From an optimization exercise on the open Yosys and OpenROAD flow, aimed at small area, a short achievable clock period and few clock cycles per item; shortcuts taken in it are not production practice. The RTL was checked by simulation tests, not by an equivalence proof against the original design.

File: flow/design.v
`timescale 1ns / 1ps
module seg_plan(clk,rst,start,ox,oy,oz,dx,dy,dz,mod,v_con,n,
                done,dirx,diry,dirz,disx,disy,disz,vx,vy,vz);
parameter S = 7;                   
localparam K = (26 + S - 1) / S;   
parameter KMIN = K - 1;            
input clk;
input rst;
input start;
input [10:0] ox,oy,dx,dy;
input [8:0] oz,dz;
input mod;
input [3:0] v_con;
input [3:0] n;
output reg done;
output reg dirx,diry,dirz;
output [10:0] disx,disy;
output [8:0] disz;
output reg [25:0] vx,vy,vz;
reg [10:0] ax,ay,bx;
reg [8:0] az,bz;
reg m_r;
reg [3:0] s_r;
reg minx,miny,needz_r;
reg setup;
reg [2:0] cnt;
assign disx=ax;
assign disy=ay;
assign disz=az;
wire [16:0] vv;
wire [4:0] sel={m_r,s_r};
wire [11:0] bd;
assign bd[0]=(sel==5'd12)|(sel==5'd14);
assign bd[1]=(sel==5'd1)|(sel==5'd2)|(sel==5'd4)|(sel==5'd7)|(sel==5'd9)|(sel==5'd11)|(sel==5'd15)|(sel==5'd17)|(sel==5'd19)|(sel==5'd21)|(sel==5'd23)|(sel==5'd25)|(sel==5'd27)|(sel==5'd29)|(sel==5'd31);
assign bd[2]=(sel==5'd4)|(sel==5'd9)|(sel==5'd14)|(sel==5'd19)|(sel==5'd27);
assign bd[3]=(sel==5'd0)|(sel==5'd3)|(sel==5'd6)|(sel==5'd10)|(sel==5'd15)|(sel==5'd18)|(sel==5'd22)|(sel==5'd23)|(sel==5'd26)|(sel==5'd30)|(sel==5'd31);
assign bd[4]=(sel==5'd2)|(sel==5'd5)|(sel==5'd11)|(sel==5'd12)|(sel==5'd13)|(sel==5'd14)|(sel==5'd17)|(sel==5'd20)|(sel==5'd25)|(sel==5'd28);
assign bd[5]=(sel==5'd0)|(sel==5'd10)|(sel==5'd22)|(sel==5'd28)|(sel==5'd30);
assign bd[6]=(sel==5'd1)|(sel==5'd5)|(sel==5'd6)|(sel==5'd7)|(sel==5'd8)|(sel==5'd9)|(sel==5'd10)|(sel==5'd18)|(sel==5'd21)|(sel==5'd24)|(sel==5'd25)|(sel==5'd27)|(sel==5'd30)|(sel==5'd31);
assign bd[7]=(sel==5'd2)|(sel==5'd3)|(sel==5'd4)|(sel==5'd16)|(sel==5'd19)|(sel==5'd20)|(sel==5'd26);
assign bd[8]=(sel==5'd1)|(sel==5'd21)|(sel==5'd27);
assign bd[9]=(sel==5'd0)|(sel==5'd1)|(sel==5'd21)|(sel==5'd22)|(sel==5'd23)|(sel==5'd24)|(sel==5'd25)|(sel==5'd26);
assign bd[10]=(sel==5'd16)|(sel==5'd27)|(sel==5'd28)|(sel==5'd29)|(sel==5'd30)|(sel==5'd31);
assign bd[11]=1'b0;
assign vv[0]=1'b0;
assign vv[1]=1'b0;
assign vv[2]=(sel==5'd12)|(sel==5'd14);
assign vv[3]=(sel==5'd1)|(sel==5'd2)|(sel==5'd4)|(sel==5'd7)|(sel==5'd9)|(sel==5'd11)|(sel==5'd14)|(sel==5'd15)|(sel==5'd17)|(sel==5'd19)|(sel==5'd21)|(sel==5'd23)|(sel==5'd25)|(sel==5'd27)|(sel==5'd29)|(sel==5'd31);
assign vv[4]=(sel==5'd0)|(sel==5'd3)|(sel==5'd4)|(sel==5'd6)|(sel==5'd9)|(sel==5'd10)|(sel==5'd12)|(sel==5'd15)|(sel==5'd18)|(sel==5'd19)|(sel==5'd22)|(sel==5'd23)|(sel==5'd26)|(sel==5'd27)|(sel==5'd30)|(sel==5'd31);
assign vv[5]=(sel==5'd0)|(sel==5'd1)|(sel==5'd5)|(sel==5'd7)|(sel==5'd10)|(sel==5'd13)|(sel==5'd14)|(sel==5'd15)|(sel==5'd20)|(sel==5'd21)|(sel==5'd22)|(sel==5'd23)|(sel==5'd28)|(sel==5'd29)|(sel==5'd30)|(sel==5'd31);
assign vv[6]=(sel==5'd3)|(sel==5'd5)|(sel==5'd8)|(sel==5'd9)|(sel==5'd10)|(sel==5'd24)|(sel==5'd25)|(sel==5'd26)|(sel==5'd27)|(sel==5'd28)|(sel==5'd29)|(sel==5'd30)|(sel==5'd31);
assign vv[7]=(sel==5'd1)|(sel==5'd4)|(sel==5'd5)|(sel==5'd11)|(sel==5'd12)|(sel==5'd13)|(sel==5'd14)|(sel==5'd15)|(sel==5'd16)|(sel==5'd17)|(sel==5'd19)|(sel==5'd21)|(sel==5'd23)|(sel==5'd25)|(sel==5'd27)|(sel==5'd29)|(sel==5'd31);
assign vv[8]=(sel==5'd0)|(sel==5'd1)|(sel==5'd6)|(sel==5'd7)|(sel==5'd8)|(sel==5'd9)|(sel==5'd10)|(sel==5'd11)|(sel==5'd12)|(sel==5'd13)|(sel==5'd14)|(sel==5'd15)|(sel==5'd17)|(sel==5'd18)|(sel==5'd21)|(sel==5'd22)|(sel==5'd25)|(sel==5'd26)|(sel==5'd29)|(sel==5'd30);
assign vv[9]=(sel==5'd2)|(sel==5'd3)|(sel==5'd4)|(sel==5'd5)|(sel==5'd6)|(sel==5'd7)|(sel==5'd8)|(sel==5'd9)|(sel==5'd10)|(sel==5'd11)|(sel==5'd13)|(sel==5'd15)|(sel==5'd17)|(sel==5'd18)|(sel==5'd19)|(sel==5'd20)|(sel==5'd25)|(sel==5'd26)|(sel==5'd27)|(sel==5'd28);
assign vv[10]=(sel==5'd0)|(sel==5'd3)|(sel==5'd5)|(sel==5'd6)|(sel==5'd8)|(sel==5'd10)|(sel==5'd13)|(sel==5'd14)|(sel==5'd18)|(sel==5'd20)|(sel==5'd22)|(sel==5'd24)|(sel==5'd25)|(sel==5'd27)|(sel==5'd29)|(sel==5'd31);
assign vv[11]=(sel==5'd4)|(sel==5'd5)|(sel==5'd8)|(sel==5'd9)|(sel==5'd13)|(sel==5'd14)|(sel==5'd15)|(sel==5'd16)|(sel==5'd19)|(sel==5'd20)|(sel==5'd23)|(sel==5'd24)|(sel==5'd25)|(sel==5'd28)|(sel==5'd29);
assign vv[12]=(sel==5'd0)|(sel==5'd2)|(sel==5'd4)|(sel==5'd8)|(sel==5'd9)|(sel==5'd10)|(sel==5'd11)|(sel==5'd12)|(sel==5'd16)|(sel==5'd17)|(sel==5'd19)|(sel==5'd22)|(sel==5'd24)|(sel==5'd27)|(sel==5'd29)|(sel==5'd30);
assign vv[13]=(sel==5'd0)|(sel==5'd1)|(sel==5'd4)|(sel==5'd5)|(sel==5'd6)|(sel==5'd7)|(sel==5'd16)|(sel==5'd18)|(sel==5'd19)|(sel==5'd21)|(sel==5'd22)|(sel==5'd25)|(sel==5'd28)|(sel==5'd29)|(sel==5'd31);
assign vv[14]=(sel==5'd0)|(sel==5'd1)|(sel==5'd2)|(sel==5'd3)|(sel==5'd20)|(sel==5'd21)|(sel==5'd22)|(sel==5'd26)|(sel==5'd27)|(sel==5'd28)|(sel==5'd29);
assign vv[15]=(sel==5'd23)|(sel==5'd24)|(sel==5'd25)|(sel==5'd26)|(sel==5'd27)|(sel==5'd28)|(sel==5'd29);
assign vv[16]=(sel==5'd16)|(sel==5'd30)|(sel==5'd31);
wire [11:0] ux={1'b0,ax}-{1'b0,bx};
wire [11:0] uy={1'b0,ay}-{1'b0,vy[10:0]};
wire [9:0] uz={1'b0,az}-{1'b0,bz};
wire dirx_t=ux[11];
wire diry_t=uy[11];
wire dirz_t=uz[9];
wire [10:0] disx_t=(ux[10:0]^{11{dirx_t}})+dirx_t;
wire [10:0] disy_t=(uy[10:0]^{11{diry_t}})+diry_t;
wire [8:0] disz_t=(uz[8:0]^{9{dirz_t}})+dirz_t;
wire bigx=(disx_t>=disy_t);
wire [10:0] mx=bigx?disx_t:disy_t;
wire [10:0] mn=bigx?disy_t:disx_t;
function [19:0] brow;
    input [2:0] dg;
    input [10:0] m;
    input integer sh;
    reg [11:0] mk;
    begin
        mk=dg[1]?{m,1'b0}:(dg[0]?{1'b0,m}:12'd0);
        brow=({8'd0,mk}<<sh)^{20{dg[2]}};
    end
endfunction
wire [19:0] cm_c={19'd0,bd[2]}+{19'd0,bd[5]}+{19'd0,bd[8]}+{19'd0,bd[11]};
wire [19:0] cm=brow(bd[2:0],mx,0)+brow(bd[5:3],mx,2)+brow(bd[8:6],mx,4)+brow(bd[11:9],mx,6)+cm_c;
wire [23:0] p_hi=({4'd0,cm}<<7)-({4'd0,cm}<<1)-{4'd0,cm};
wire [25:0] P={p_hi,2'b00};
wire needx=(mn!=0)&&(disx_t!=disy_t);
wire needz=(disz_t!=0)&&!((disx_t==0)&&(disy_t==0));
reg [2:0] k_t;
reg [25:0] d0;
reg [10:0] r0xy;
reg [8:0] r0z;
integer k,j;
always @(*)
begin
    k_t=K;
    d0=P>>(S*K-26);
    r0xy=0;
    r0z=0;
    for(k=K-1;k>=KMIN;k=k-1)
    begin
        j=26-S*k;
        if((!needx||((P>>(26-j))<mn))&&(!needz||((P>>(26-j))<disz_t)))
        begin
            k_t=k;
            d0=P<<j;
            r0xy=P>>(26-j);
            r0z=P>>(26-j);
        end
    end
end
function [11:0] rstep;    
    input [10:0] r;
    input b;
    input [10:0] d;
    reg [11:0] t;
    reg [12:0] u;
    begin
        t={r,b};
        u={1'b0,t}-{2'b0,d};
        rstep[11]=~u[12];
        rstep[10:0]=u[12]?t[10:0]:u[10:0];
    end
endfunction
function [9:0] rstepz;    
    input [8:0] r;
    input b;
    input [8:0] d;
    reg [9:0] t;
    reg [10:0] u;
    begin
        t={r,b};
        u={1'b0,t}-{2'b0,d};
        rstepz[9]=~u[10];
        rstepz[8:0]=u[10]?t[8:0]:u[8:0];
    end
endfunction
wire last=(cnt==1);
wire [10:0] dxy=vy[10:0];    
wire [25:0] qxy=vx;
reg [10:0] rxy_n;
reg [8:0] rz_n;
reg [S-1:0] qlo_xy,qlo_z;
reg [11:0] sxy;
reg [9:0] sz;
integer i;
always @(*)
begin
    rxy_n=bx;
    rz_n=bz;
    for(i=0;i<S;i=i+1)
    begin
        sxy=rstep(rxy_n,qxy[25-i],dxy);
        rxy_n=sxy[10:0];
        qlo_xy[S-1-i]=sxy[11];
        sz=rstepz(rz_n,vz[25-i],az);
        rz_n=sz[8:0];
        qlo_z[S-1-i]=sz[9];
    end
end
function [25:0] incq;
    input [25-S:0] h;
    input [S-1:0] l;
    input cin;
    reg [S-1:0] ml;
    reg [25-S:0] mh;
    reg ch;
    integer m;
    begin
        for(m=0;m<S;m=m+1)
        begin
            ml=(1<<m)-1;
            incq[m]=l[m]^(cin&(&(l|~ml)));
        end
        ch=cin&(&l);
        for(m=0;m<=25-S;m=m+1)
        begin
            mh=(1<<m)-1;
            incq[S+m]=h[m]^(ch&(&(h|~mh)));
        end
    end
endfunction
wire [25:0] qxy_n=incq(qxy[25-S:0],qlo_xy,last);
wire [25:0] qz_n=incq(vz[25-S:0],qlo_z,last);
wire busy=setup||(cnt!=0);
always @(posedge clk)
begin
    if(!busy)
    begin
        ax<=ox;
        ay<=oy;
        az<=oz;
        bx<=dx;
        bz<=dz;
        m_r<=mod;
        s_r<=mod?n:v_con;
    end
    else if(setup)
    begin
        dirx<=dirx_t;
        diry<=diry_t;
        dirz<=dirz_t;
        ax<=disx_t;
        ay<=disy_t;
        az<=disz_t;
        bx<=r0xy;
        bz<=r0z;
        minx<=needx&&!bigx;
        miny<=needx&&bigx;
        needz_r<=needz;
    end
    else
    begin
        bx<=rxy_n;
        bz<=rz_n;
    end
    if(setup)
    begin
        vx<=needx?d0:{9'd0,vv};
        vy<={9'd0,vv[16:11],(needx||needz)?mn:vv[10:0]};
        vz<=needz?d0:26'd10000;
    end
    else
    begin
        vx<=(last?minx:(minx||miny))?qxy_n:{9'd0,vv};
        if(last)
            vy<=miny?qxy_n:{9'd0,vv};
        else if(!busy)
            vy[10:0]<=dy;
        vz<=needz_r?qz_n:26'd10000;
    end
end
always @(posedge clk)
begin
    if(rst)
    begin
        setup<=0;
        cnt<=0;
        done<=0;
    end
    else
    begin
        setup<=start;
        done<=0;
        if(setup)
        begin
            if(needx||needz)
                cnt<=k_t;
            else
                done<=1;
        end
        else if(cnt!=0)
        begin
            cnt<=cnt-1;
            if(cnt==1)
                done<=1;
        end
    end
end
endmodule
File: flow/flow/run.sh
#!/bin/bash
# The standard layout, with the port buffers made from buf_1 cells
# (ORFS's default picks clkdlybuf4s50_1, a larger and slower delay cell).
export BUFFER_PORTS_ARGS="-buffer_cell sky130_fd_sc_hd__buf_1"
bash standard.sh > standard.log 2>&1
File: flow/standard.sh
#!/bin/bash
# synth_recipe.tcl (not shown) runs the flow's synth.tcl, then flattens the netlist and writes it again
# the make line also repeats each setting of config.mk as NAME=value (left out here)
make -C /OpenROAD-flow-scripts/flow DESIGN_CONFIG=/design/flow/config.mk WORK_HOME=/design/flow/orfs CLKGATE_MAP_FILE= SYNTH_SCRIPT=/design/flow/synth_recipe.tcl "${@:-finish}"
File: flow/config.mk
export PLATFORM = sky130hd
export DESIGN_NAME = seg_plan
export DESIGN_NICKNAME = seg_plan
export VERILOG_FILES = /design/flow/design.v
export SDC_FILE = /design/flow/constraint.sdc
export NUM_CORES = 4
export LEC_CHECK = 0
export CAP_MARGIN = 20
export CORE_MARGIN = 2
export CORE_UTILIZATION = 40
export CTS_BUF_LIST = sky130_fd_sc_hd__clkbuf_8
export CTS_CLUSTER_SIZE = 40
export SLEW_MARGIN = 20
File: flow/constraint.sdc
create_clock -name core_clock -period 100.0 [get_ports {clk}]
set_input_delay 20.0000 -clock core_clock [delete_from_list [all_inputs] [get_ports {clk}]]
set_output_delay 20.0000 -clock core_clock [all_outputs]
set_load 0.01 [all_outputs]
==> impl_metrics.json, run 1 <==
{
  "crit_type": "flop to output pin",
  "ant_nets": 0,
  "wl_um": 76400,
  "clockBufferDepth": 2,
  "path_clk_slew_ns": 0.09,
  "place_hpwl_um": 61900,
  "fin_nets": 3190,
  "grt-ovfl-total": 0,
  "critical_path.top_delay_family": "flip-flops",
  "synth.avg_cell_area_sq_um": 7.98,
  "die_w_um": 235,
  "grt_max_degree": 51,
  "min_from": "vy[19]$_SDFFE_PP0P_",
  "yosysUniqueCellTypes": 87,
  "critPathMaxStageDelay_ns": 0.71,
  "yosysTopAreaCell": "ha_1",
  "start_kind": "flop",
  "std_cell_rows": 84,
  "start_util": 0.405,
  "path_cells": "buf_1",
  "synth_seq_cells": 145,
  "min_period_ns": 21.48,
  "fillers": 5335,
  "design.die.area_sq_um": 55100,
  "detail_route.wl_per_cell_um": 21.8,
  "synth-edff-count": 59,
  "synth.top_cell.area_share": 0.147,
  "worstPathRequired_ns": 80.00,
  "fin_ws_ns": 78.52,
  "tightest_slew_ns": 1.09,
  "io_buffers": 186,
  "route.detailed.drc": 0,
  "status": "complete, no violations",
  "r2r_start": "vy[9]$_DFFE_PP_",
  "root_buffer": "clkbuf_8",
  "synthTopCellsByArea": "ha_1 15%, edfxtp_1 8.3%, dfxtp_1 8.1%",
  "max_slew_margin": 0.269,
  "fin_crit_sh": 0.215,
  "post-place-ws_ns": 79.09,
  "io_pins": 187,
  "area_growth_pct": 8.69,
  "ys_warn_count": 1,
  "final.setup.tns_ns": 0,
  "finalHoldViolCount": 0,
  "grt_first_pass_wirelength_um": 115000,
  "clk_latency_ns": 0.57,
  "grt_pass1_vias": 19800,
  "min_path_type": "flop to flop",
  "final-max-slew-violation-count": 0,
  "critPathMaxFanout": 7,
  "ctsResizeCount": 0,
  "synth_async_sr_flop_share": 0,
  "fmax_mhz": 46.5,
  "cts_made_buffers": 17,
  "rsz0062_at_grt": "false",
  "cp.arrival_ns": 1.48,
  "post_cts_buffers": 0,
  "ys_seq_area_frac": 0.164,
  "core_area_sq_um": 52600,
  "crit_buf_inv": 1,
  "cp-end-kind": "output pin",
  "first_pass_iters": 6,
  "ys.flop_type": "dfxtp_1",
  "syn_nets": 3048,
  "viasPerCell": 6.00,
  "crit_slowest_cell": "edfxtp_1",
  "synth_area_sq_um": 21300,
  "drive_gt1_frac": 0.0588,
  "grtUsageTotal": 0.268,
  "place_congestion": 0.960,
  "drt_iter0_drc": 1725,
  "h-tree-depth": 4,
  "cts_tree": "built",
  "vias": 21100,
  "setup_viol": 0,
  "cp-startpoint": "az[1]$_DFFE_PP_",
  "die_h_um": 235,
  "hold_buffers": 0,
  "maxCapViolations": 0,
  "finClkSkew_ns": 0.0268,
  "cts_sinks": 145,
  "antenna_found_initial": 4,
  "syn_inst": 2667
}
layout make-up:
cell class / count / area [sq um] / area share
inverters: 218 / 818 / 0.0354
repair buffers: 212 / 893 / 0.0386
clock buffers: 18 / 248 / 0.0107
flip-flops and latches: 145 / 3490 / 0.151
clock inverters: 13 / 150 / 0.00649
well taps: 688 / 861 / 0.0372
diodes: 1 / 2.50 / 0.000108
multi-input cells: 2215 / 16700 / 0.720
synth_stat cells (14+ instances only):
master and number:
nor2b_1 39, o21ai_1 15, and3_1 24, nor3_1 54, a22oi_1 14, inv_1 211, edfxtp_1 59, clkbuf_1 70
nand2b_1 34, a21oi_1 170, o31a_1 14, a21boi_0 14, o21bai_1 22, a21o_1 59, and2_1 24, nand3_1 59
mux2_2 66, ha_1 250, nor4_1 17, a31oi_1 27, xnor2_1 165, a211oi_1 25, o31ai_1 20, xor2_1 77
dfxtp_1 86, o22ai_1 65, nand2_1 190, o221ai_1 18, fa_1 57, nand4_1 16, o21a_1 43, mux2i_1 53
o21ai_0 143, nor2_1 228, o211ai_1 22
cell usage in the layout (no fill, tap or decap), types with 13 or more instances in the layout:
master	netlist	routed
a21oi_1	170	170
and3_1	24	24
nand3_1	59	58
a22oi_1	14	14
o211ai_1	22	22
clkbuf_8	0	18
and2_1	24	24
nand4_1	16	16
a211oi_1	25	24
o31ai_1	20	19
nor2b_1	39	39
inv_1	211	211
a21boi_0	14	14
or3_1	13	13
o21ai_1	15	15
o21bai_1	22	22
dfxtp_1	86	85
mux2i_1	53	53
nand2b_1	34	34
buf_4	1	26
o31a_1	14	14
mux2_2	66	66
nand2_1	190	190
nor4_1	17	17
a21o_1	59	59
edfxtp_1	59	59
fa_1	57	57
nor3b_1	13	13
nor3_1	54	53
nor2_1	228	227
a31oi_1	27	27
o21ai_0	143	143
ha_1	250	250
o22ai_1	65	65
o21a_1	43	43
buf_1	13	186
o221ai_1	18	18
xor2_1	77	77
xnor2_1	165	165
per-stage QoR:
step	cell area, sq um	hold WS (ns)	std cells	utilization
finish	23100	0.470	3510	0.440
global route	23100	0.512	3510	0.440
CTS	23100	0.478	3509	0.440
detailed placement	22700	0.454	3478	0.433
global placement	22700	0.440	3478	0.433
floorplan	21300	0.487	2667	-
final timing paths:
kind / slack, ns / to / depth (start not counted)
worst max-delay path: 78.52 / disz[1] / 1
worst min-delay path: 0.47 / vy[19]$_SDFFE_PP0P_ / 2
worst max register to register: 79.05 / vy[8]$_DFFE_PP_ / 75
worst min register to register: 0.47 / vy[19]$_SDFFE_PP0P_ / 2
registers in the layout, summed over array words and instances, names as in the netlist, 3 cells and up:
signal  count
vy         26
ax         11
az          9
s_r         4
vz         26
cnt         3
bx         11
ay         11
vx         26
bz          9
worst min-delay path, delay by kind of cell (launching register included):
kind,cells,cell delay [ns]
simple gates,1,0.05
flops,1,0.34
compound gates,1,0.05
metal layers:
layer | GRT usage | wire length [um] | up-vias
met5 | 0 | 0 | -
met4 | 0.0942 | 2360 | 0
met3 | 0.0443 | 5360 | 130
met2 | 0.426 | 34500 | 785
met1 | 0.366 | 34200 | 10100
li1 | - | - | 10000
cell families after synthesis:
logic type | count (synthesis) | share of synthesized area
XOR/XNOR | 242 | 0.0996
adder cells (fa/ha/maj) | 307 | 0.201
buffers and inverters | 307 | 0.0546
multiplexers | 119 | 0.0598
flip-flops | 145 | 0.164
AND/OR/NAND/NOR | 756 | 0.172
AO/OA/AOI/OAI | 791 | 0.250
Testbench counts, summed over its fixed seeds: cycles 20,867, items 4,800.
==> run 2: changes to the inputs <==
--- a/flow/config.mk
+++ b/flow/config.mk
@@ -9,5 +9,5 @@
 export CORE_MARGIN = 2
 export CORE_UTILIZATION = 40
-export CTS_BUF_LIST = sky130_fd_sc_hd__clkbuf_8
+export CTS_BUF_LIST = sky130_fd_sc_hd__clkbuf_4 sky130_fd_sc_hd__clkbuf_8
 export CTS_CLUSTER_SIZE = 40
 export SLEW_MARGIN = 20
==> impl_metrics.json, run 2 <==
{
  "grt-ovfl-total": 0,
  "hold_buffers": 0,
  "yosys.area_share.simple": 0.172,
  "crit_buf_inv": 1,
  "mostFrequentLayoutCell": "ha_1",
  "tightest_slew_ns": 1.09,
  "drt_iter0_drc": 1726,
  "yosysUniqueCellTypes": 87,
  "setup_viol": 0,
  "fin_nets": 3190,
  "yosys.area_share.adder": 0.201,
  "rsz0062_at_grt": "false",
  "max_slew_margin": 0.270,
  "io_pins": 187,
  "syn_inst": 2667,
  "ctsResizeCount": 0,
  "grt_first_pass_wirelength_um": 115000,
  "register_area_sq_um": 3490,
  "worstPathRequired_ns": 80.00,
  "antenna_found_initial": 4,
  "vias": 21100,
  "crit_type": "flop to output pin",
  "grt_pass1_vias": 19800,
  "grtUsageTotal": 0.268,
  "synth_mux_area_frac": 0.0598,
  "ys.flop_type": "dfxtp_1",
  "synthTopCellsByArea": "ha_1 15%, edfxtp_1 8.3%, dfxtp_1 8.1%",
  "synth_area_sq_um": 21300,
  "min_period_ns": 21.48,
  "first_pass_iters": 6,
  "min_path_type": "flop to flop",
  "start_kind": "flop",
  "cts_made_buffers": 17,
  "cp-end-kind": "output pin",
  "post_cts_buffers": 0,
  "start_util": 0.405,
  "critPathMaxFanout": 7,
  "finalHoldViolCount": 0,
  "synth_compound_area_frac": 0.250,
  "synth.top_cell.area_share": 0.147,
  "design.die.area_sq_um": 55100,
  "yosys-top-cells-count": "250 x ha_1, 228 x nor2_1, 211 x inv_1",
  "yosysTopAreaCell": "ha_1",
  "multiInputGateArea_sq_um": 16700,
  "syn_nets": 3048,
  "final-max-slew-violation-count": 0,
  "drive_gt1_frac": 0.0592,
  "route.detailed.drc": 0,
  "clk_latency_ns": 0.57,
  "largest_registers": "vx: 26 flops, vy: 26 flops, vz: 26 flops",
  "critPathMaxStageDelay_ns": 0.71,
  "path_cells": "buf_1",
  "fillers": 5333,
  "viasPerCell": 6.00,
  "place_congestion": 0.960,
  "hold_ws_ns": 0.470,
  "finClkSkew_ns": 0.0268,
  "cts_sinks": 145,
  "cp.arrival_ns": 1.48,
  "cts_tree": "built",
  "clockBufferDepth": 2,
  "synth-xor-area-share": 0.0996,
  "ys_seq_area_frac": 0.164,
  "grt_max_degree": 51,
  "synth-edff-count": 59,
  "synth_seq_cells": 145,
  "std_cell_rows": 84,
  "synth_async_sr_flop_share": 0,
  "io_buffers": 186,
  "crit_slowest_cell": "edfxtp_1",
  "synth.avg_cell_area_sq_um": 7.98,
  "detail_route.wl_per_cell_um": 21.8,
  "h-tree-depth": 4,
  "mostFrequentLayoutCells": "250 x ha_1, 227 x nor2_1, 210 x inv_1",
  "core_area_sq_um": 52600,
  "die_h_um": 235,
  "place_hpwl_um": 61900,
  "fmax_mhz": 46.6,
  "status": "complete, no violations",
  "final.setup.tns_ns": 0,
  "path_clk_slew_ns": 0.09,
  "critical_path.top_delay_family": "flip-flops",
  "synth_top_family_by_area": "compound AO/OA/AOI/OAI gates",
  "wl_um": 76500,
  "ys_warn_count": 1,
  "fin_crit_sh": 0.215,
  "ant_nets": 0,
  "area_growth_pct": 8.71,
  "die_w_um": 235,
  "maxCapViolations": 0,
  "yosysMostFrequentCell": "ha_1",
  "root_buffer": "clkbuf_8"
}
run 2: worst paths after layout:
| path | start | depth (start not counted) | slack, ns | end |
|---|---|---|---|---|
| worst max-delay path | az[1]$_DFFE_PP_ | 1 | 78.52 | disz[1] |
| worst max register to register | vy[9]$_DFFE_PP_ | 75 | 79.05 | vy[8]$_DFFE_PP_ |
| worst min register to register | vy[19]$_SDFFE_PP0P_ | 2 | 0.47 | vy[19]$_SDFFE_PP0P_ |
| worst min-delay path | vy[19]$_SDFFE_PP0P_ | 2 | 0.47 | vy[19]$_SDFFE_PP0P_ |
run 2: final cells by class:
cell class	instances	share of cell area
inverters	218	0.0354
clock inverters	12	0.00633
repair buffers	212	0.0386
clock buffers	19	0.0110
well taps	688	0.0372
flip-flops and latches	145	0.151
diodes	1	0.000108
multi-input cells	2215	0.720
run 2: worst min-delay path: stages (launching register included):
cell and delay, ns:
dfxtp_1 0.34, nand2_1 0.05, o21ai_0 0.05
run 2: through the flow:
stage | worst slack (ns) | instance area [sq um] | instances | util
after global routing | 77.73 | 23100 | 3510 | 0.440
final | 78.52 | 23100 | 3510 | 0.440
after global placement | 79.08 | 22700 | 3478 | 0.433
after detailed placement | 79.09 | 22700 | 3478 | 0.433
after CTS | 78.45 | 23100 | 3509 | 0.440
after floorplan | 79.21 | 21300 | 2667 | -
run 2: per-layer routing:
layer / up-vias / wire length [um] / GRT usage
met3: 127 / 5350 / 0.0443
li1: 10000 / - / -
met2: 787 / 34600 / 0.426
met5: - / 0 / 0
met4: 0 / 2340 / 0.0942
met1: 10100 / 34200 / 0.366
run 2: cell families after synthesis:
group,count (synthesis)
buffers and inverters,307
flip-flops,145
AND/OR/NAND/NOR,756
adder cells (fa/ha/maj),307
AO/OA/AOI/OAI,791
multiplexers,119
XOR/XNOR,242

re-timing with driven ports:
In the flow no input, the clock included, has a driving cell. The finished layouts below were timed again as built, in two steps.
Step 1, drivers: a clkbuf_16 drives clk and a buf_2 each remaining input, both assumed.
Step 2 adds t to the input delays and takes it off the output delays; t is the mean of the earliest and latest rising clock arrival at the registers after step 1. Input paths then give back, and output paths get back, about the clock's delay inside the block.
Slacks: ideal ports / drivers / drivers and shift; pairs: ideal ports / drivers.
run | t (ns) | slack for setup (ns) | slew at the worst register clock pin (ns) | worst slew at a driven data input, ns
run 1 | 0.607 | 78.517 / 78.465 / 79.050 | 0.11 / 0.11 | 0.04
run 2 | 0.608 | 78.518 / 78.466 / 79.055 | 0.11 / 0.11 | 0.04
After both steps setup and hold are still met in every run listed.
